From an optimization exercise on the open Yosys and OpenROAD flow, aimed at small area and a short achievable clock period; shortcuts taken in it are not production practice.
At most, simulation tests tie the RTL to the original design; equivalence was not proved.

the baseline:
==> module divider, before the edit <==
module divider (input logic [15:0] N,D,IA0,IA1,IA2,IA3,
                input logic clk, reset, kSave, nSave, dSave, kNextSel,
                input logic [1:0] muxSelB,
                output logic [15:0] quotient, remainder);
  logic [15:0] n, d, k, left, right, p;
  logic s0, s1, s2, s3, sk;
  assign s0 = kNextSel & (D[14:13] == 2'd0);
  assign s1 = kNextSel & (D[14:13] == 2'd1);
  assign s2 = kNextSel & (D[14:13] == 2'd2);
  assign s3 = kNextSel & (D[14:13] == 2'd3);
  assign sk = ~kNextSel;
  assign left = ({16{s0}} & IA0) | ({16{s1}} & IA1) | ({16{s2}} & IA2) | ({16{s3}} & IA3)
              | ({16{sk}} & k);
  always_comb
    case (muxSelB)
      2'd0: right = N;
      2'd1: right = D;
      2'd2: right = n;
      default: right = d;
    endcase
  multiplier mult(.x(left), .y(right), .p(p));
  always_ff @(posedge clk) begin
    if (nSave | reset) n <= p & {16{~reset}};
    if (dSave | reset) d <= p & {16{~reset}};
    if (kSave | reset) k <= ~(p | {16{reset}});
    if (nSave | reset) quotient <= n & {16{~reset}};
  end
  assign remainder = 16'b0;
endmodule
clock: 18.0 ns
lec_check: 0
cap_margin: 20
core_margin: 2
core_utilization: 40
cts_buf_list: sky130_fd_sc_hd__clkbuf_8
slew_margin: 20
standard.sh (not shown) runs the stock make flow with config.mk's settings and CLKGATE_MAP_FILE= SYNTH_SCRIPT=/design/flow/synth_recipe.tcl, a recipe that flattens the netlist after the stock synthesis.
==> flow/flow/run.sh <==
#!/bin/bash
# Own layout flow: the standard flow (standard.sh) with these changes:
#  - synthesis keeps the full-adder and half-adder modules (fa, ha) as their own modules so
#    each becomes one sky130 fa/ha cell, and extracts adders only inside them (not in the rest
#    of the logic, e.g. the final carry-lookahead adder); the netlist is then flattened and
#    renamed exactly as the standard synthesis script does;
#  - the remaining logic is mapped with flow/abc.script (ABC map with area recovery, no
#    buffering or sizing: the layout's repair sizes cells with real wire loads);
#  - port buffers are small buf cells instead of the default delay-buffer cell;
#  - timing repair aims for extra setup margin (SETUP_SLACK_MARGIN).
set -euo pipefail
W=$PWD
export SYNTH_KEEP_MODULES="fa ha"
export BUFFER_PORTS_ARGS="-buffer_cell sky130_fd_sc_hd__buf_1"
export ABC_AREA=1
export SETUP_SLACK_MARGIN=8.6
sed 's#^  extract_fa {\*}\[dont_use_extract_fa_args\]$#  extract_fa {*}[dont_use_extract_fa_args] fa ha#' \
  "$FLOW_HOME/scripts/synth.tcl" > "$W/synth_mod.tcl"
grep -q 'extract_fa {\*}\[dont_use_extract_fa_args\] fa ha' "$W/synth_mod.tcl"
# abc: our own mapping script (flow/abc.script) in place of ORFS's
sed -i 's#^  log_cmd abc {\*}\$abc_args$#  set abc_args [lreplace $abc_args 1 1 $::env(OWN_ABC_SCRIPT)]\n&#' "$W/synth_mod.tcl"
grep -q 'OWN_ABC_SCRIPT' "$W/synth_mod.tcl"
export OWN_ABC_SCRIPT="$W/flow/abc.script"
sed "s#\$::env(SCRIPTS_DIR)/synth.tcl#$W/synth_mod.tcl#" "$W/synth_recipe.tcl" > "$W/own_synth.tcl"
grep -q "source $W/synth_mod.tcl" "$W/own_synth.tcl"
sed "s#SYNTH_SCRIPT=[^ ]*#SYNTH_SCRIPT=$W/own_synth.tcl#" "$W/standard.sh" > "$W/own_standard.sh"
grep -q "SYNTH_SCRIPT=$W/own_synth.tcl" "$W/own_standard.sh"
bash "$W/own_standard.sh" > "$W/standard_flow.log" 2>&1
==> flow/flow/abc.script <==
strash
dch
map -B 0.9
topo
stime -c
diff inputs: the baseline => the candidate
diff --git a/flow/design.v b/flow/design.v
--- a/flow/design.v
+++ b/flow/design.v
@@ -1234,15 +1234,15 @@
                 input logic clk, reset, kSave, nSave, dSave, kNextSel,
                 input logic [1:0] muxSelB,
                 output logic [15:0] quotient, remainder);
   logic [15:0] n, d, k, left, right, p;
   logic s0, s1, s2, s3, sk;
-  assign s0 = kNextSel & (D[14:13] == 2'd0);
-  assign s1 = kNextSel & (D[14:13] == 2'd1);
-  assign s2 = kNextSel & (D[14:13] == 2'd2);
-  assign s3 = kNextSel & (D[14:13] == 2'd3);
-  assign sk = ~kNextSel;
+  assign s0 = ~reset & kNextSel & (D[14:13] == 2'd0);
+  assign s1 = ~reset & kNextSel & (D[14:13] == 2'd1);
+  assign s2 = ~reset & kNextSel & (D[14:13] == 2'd2);
+  assign s3 = ~reset & kNextSel & (D[14:13] == 2'd3);
+  assign sk = ~reset & ~kNextSel;
   assign left = ({16{s0}} & IA0) | ({16{s1}} & IA1) | ({16{s2}} & IA2) | ({16{s3}} & IA3)
               | ({16{sk}} & k);
   always_comb
     case (muxSelB)
       2'd0: right = N;
@@ -1250,12 +1250,12 @@
       2'd2: right = n;
       default: right = d;
     endcase
   multiplier mult(.x(left), .y(right), .p(p));
   always_ff @(posedge clk) begin
-    if (nSave | reset) n <= p & {16{~reset}};
-    if (dSave | reset) d <= p & {16{~reset}};
+    if (nSave | reset) n <= p;
+    if (dSave | reset) d <= p;
     if (kSave | reset) k <= ~(p | {16{reset}});
     if (nSave | reset) quotient <= n & {16{~reset}};
   end
   assign remainder = 16'b0;
 endmodule
[summary]
- Of the candidate and the baseline, the baseline shows the higher slew of the pin with the lowest slew margin, with the candidate below it.
- Across both runs, maximum net fanout on the critical path was lower for the candidate than for the baseline.
- The candidate ended up with fewer standard cells than the baseline.
- Detailed route, the candidate vs the baseline: via total lower for the candidate
- The candidate vs the baseline on synthesized area: the candidate is the lower one.
- The candidate ended with less total stage count of the critical path than the baseline.
- Clock skew on the candidate is ahead of the baseline.
- First-iteration DRC count for the candidate is higher than for the baseline.
The RTL of the baseline was laid out without a check of its function.


Starting RTL as in the previous note.
export LEC_CHECK = 0
export CAP_MARGIN = 20
export CORE_MARGIN = 2
export CORE_UTILIZATION = 40
export CTS_BUF_LIST = sky130_fd_sc_hd__clkbuf_8
export SLEW_MARGIN = 20
create_clock -name core_clock -period 18.0 [get_ports {clk}]
==> flow/flow/run.sh <==
#!/bin/bash
# Own layout flow: the standard flow (standard.sh) with these changes:
#  - synthesis keeps the full-adder and half-adder modules (fa, ha) as their own modules so
#    each becomes one sky130 fa/ha cell, and extracts adders only inside them (not in the rest
#    of the logic, e.g. the final carry-lookahead adder); the netlist is then flattened and
#    renamed exactly as the standard synthesis script does;
#  - the remaining logic is mapped with flow/abc.script (ABC map with area recovery, no
#    buffering or sizing: the layout's repair sizes cells with real wire loads);
#  - port buffers are small buf cells instead of the default delay-buffer cell;
#  - timing repair aims for extra setup margin (SETUP_SLACK_MARGIN).
set -euo pipefail
W=$PWD
export SYNTH_KEEP_MODULES="fa ha"
export BUFFER_PORTS_ARGS="-buffer_cell sky130_fd_sc_hd__buf_1"
export ABC_AREA=1
export SETUP_SLACK_MARGIN=8.4
sed 's#^  extract_fa {\*}\[dont_use_extract_fa_args\]$#  extract_fa {*}[dont_use_extract_fa_args] fa ha#' \
  "$FLOW_HOME/scripts/synth.tcl" > "$W/synth_mod.tcl"
grep -q 'extract_fa {\*}\[dont_use_extract_fa_args\] fa ha' "$W/synth_mod.tcl"
# abc: our own mapping script (flow/abc.script) in place of ORFS's
sed -i 's#^  log_cmd abc {\*}\$abc_args$#  set abc_args [lreplace $abc_args 1 1 $::env(OWN_ABC_SCRIPT)]\n&#' "$W/synth_mod.tcl"
grep -q 'OWN_ABC_SCRIPT' "$W/synth_mod.tcl"
export OWN_ABC_SCRIPT="$W/flow/abc.script"
sed "s#\$::env(SCRIPTS_DIR)/synth.tcl#$W/synth_mod.tcl#" "$W/synth_recipe.tcl" > "$W/own_synth.tcl"
grep -q "source $W/synth_mod.tcl" "$W/own_synth.tcl"
sed "s#SYNTH_SCRIPT=[^ ]*#SYNTH_SCRIPT=$W/own_synth.tcl#" "$W/standard.sh" > "$W/own_standard.sh"
grep -q "SYNTH_SCRIPT=$W/own_synth.tcl" "$W/own_standard.sh"
bash "$W/own_standard.sh" > "$W/standard_flow.log" 2>&1
Scripts as last shown in full above: flow/flow/abc.script
Edit:
--- a/flow/design.v
+++ b/flow/design.v
@@ -1235,13 +1235,13 @@
                 input logic [1:0] muxSelB,
                 output logic [15:0] quotient, remainder);
   logic [15:0] n, d, k, left, right, p;
   logic s0, s1, s2, s3, sk;
-  assign s0 = kNextSel & (D[14:13] == 2'd0);
-  assign s1 = kNextSel & (D[14:13] == 2'd1);
-  assign s2 = kNextSel & (D[14:13] == 2'd2);
-  assign s3 = kNextSel & (D[14:13] == 2'd3);
-  assign sk = ~kNextSel;
+  assign s0 = ~reset & kNextSel & (D[14:13] == 2'd0);
+  assign s1 = ~reset & kNextSel & (D[14:13] == 2'd1);
+  assign s2 = ~reset & kNextSel & (D[14:13] == 2'd2);
+  assign s3 = ~reset & kNextSel & (D[14:13] == 2'd3);
+  assign sk = ~reset & ~kNextSel;
   assign left = ({16{s0}} & IA0) | ({16{s1}} & IA1) | ({16{s2}} & IA2) | ({16{s3}} & IA3)
               | ({16{sk}} & k);
   always_comb
     case (muxSelB)
@@ -1251,10 +1251,10 @@
       default: right = d;
     endcase
   multiplier mult(.x(left), .y(right), .p(p));
   always_ff @(posedge clk) begin
-    if (nSave | reset) n <= p & {16{~reset}};
-    if (dSave | reset) d <= p & {16{~reset}};
+    if (nSave | reset) n <= p;
+    if (dSave | reset) d <= p;
     if (kSave | reset) k <= ~(p | {16{reset}});
     if (nSave | reset) quotient <= n & {16{~reset}};
   end
   assign remainder = 16'b0;
Final area came out lower by 0.35%. Sequential share of layout area stays flat. Final cell count came out lower by 0.73%. Wire length came out lower by 4.1%. Non-clock buffer count came out higher by 14. Synthesized cell count came out lower by 1.9%. Worst setup slack gets better by 0.074 ns. Clock-buffer cell count is unchanged.
No functional check of the RTL was part of the first run of this note.

==> port drivers added, routing unchanged <==
In the flow no input, the clock included, has a driving cell. The finished layouts below were timed again as built, in two steps.
Step 1: set_driving_cell puts a clkbuf_16 on clk and a buf_2 on each other input, an assumption about the parent block.
Step 2 also shifts input and output timing later by t, the mid clock arrival at the registers, as if the neighbouring blocks saw the same clock.
Three values: ideal, step 1, step 2; two values: the first two.
run	shift t [ns]	setup slack, ns	worst hold slack (ns)	latest minus earliest clock arrival (ns)	pins driven straight from the clock port
the baseline	0.381	8.992 / 8.989 / 8.608	0.599 / 0.599 / 0.599	0.016 / 0.017	1
the candidate	0.377	8.860 / 8.867 / 8.490	0.601 / 0.601 / 0.601	0.010 / 0.010	1
the first run of note 2	0.387	8.754 / 8.761 / 8.374	0.599 / 0.599 / 0.599	0.018 / 0.017	1
the second run of note 2	0.370	8.828 / 8.834 / 8.464	0.594 / 0.594 / 0.594	0.015 / 0.015	1
After both steps every run listed still meets setup and hold. For the baseline, which loses most, drivers alone change the setup slack by -0.003 ns; drivers and shift together by -0.384 ns.
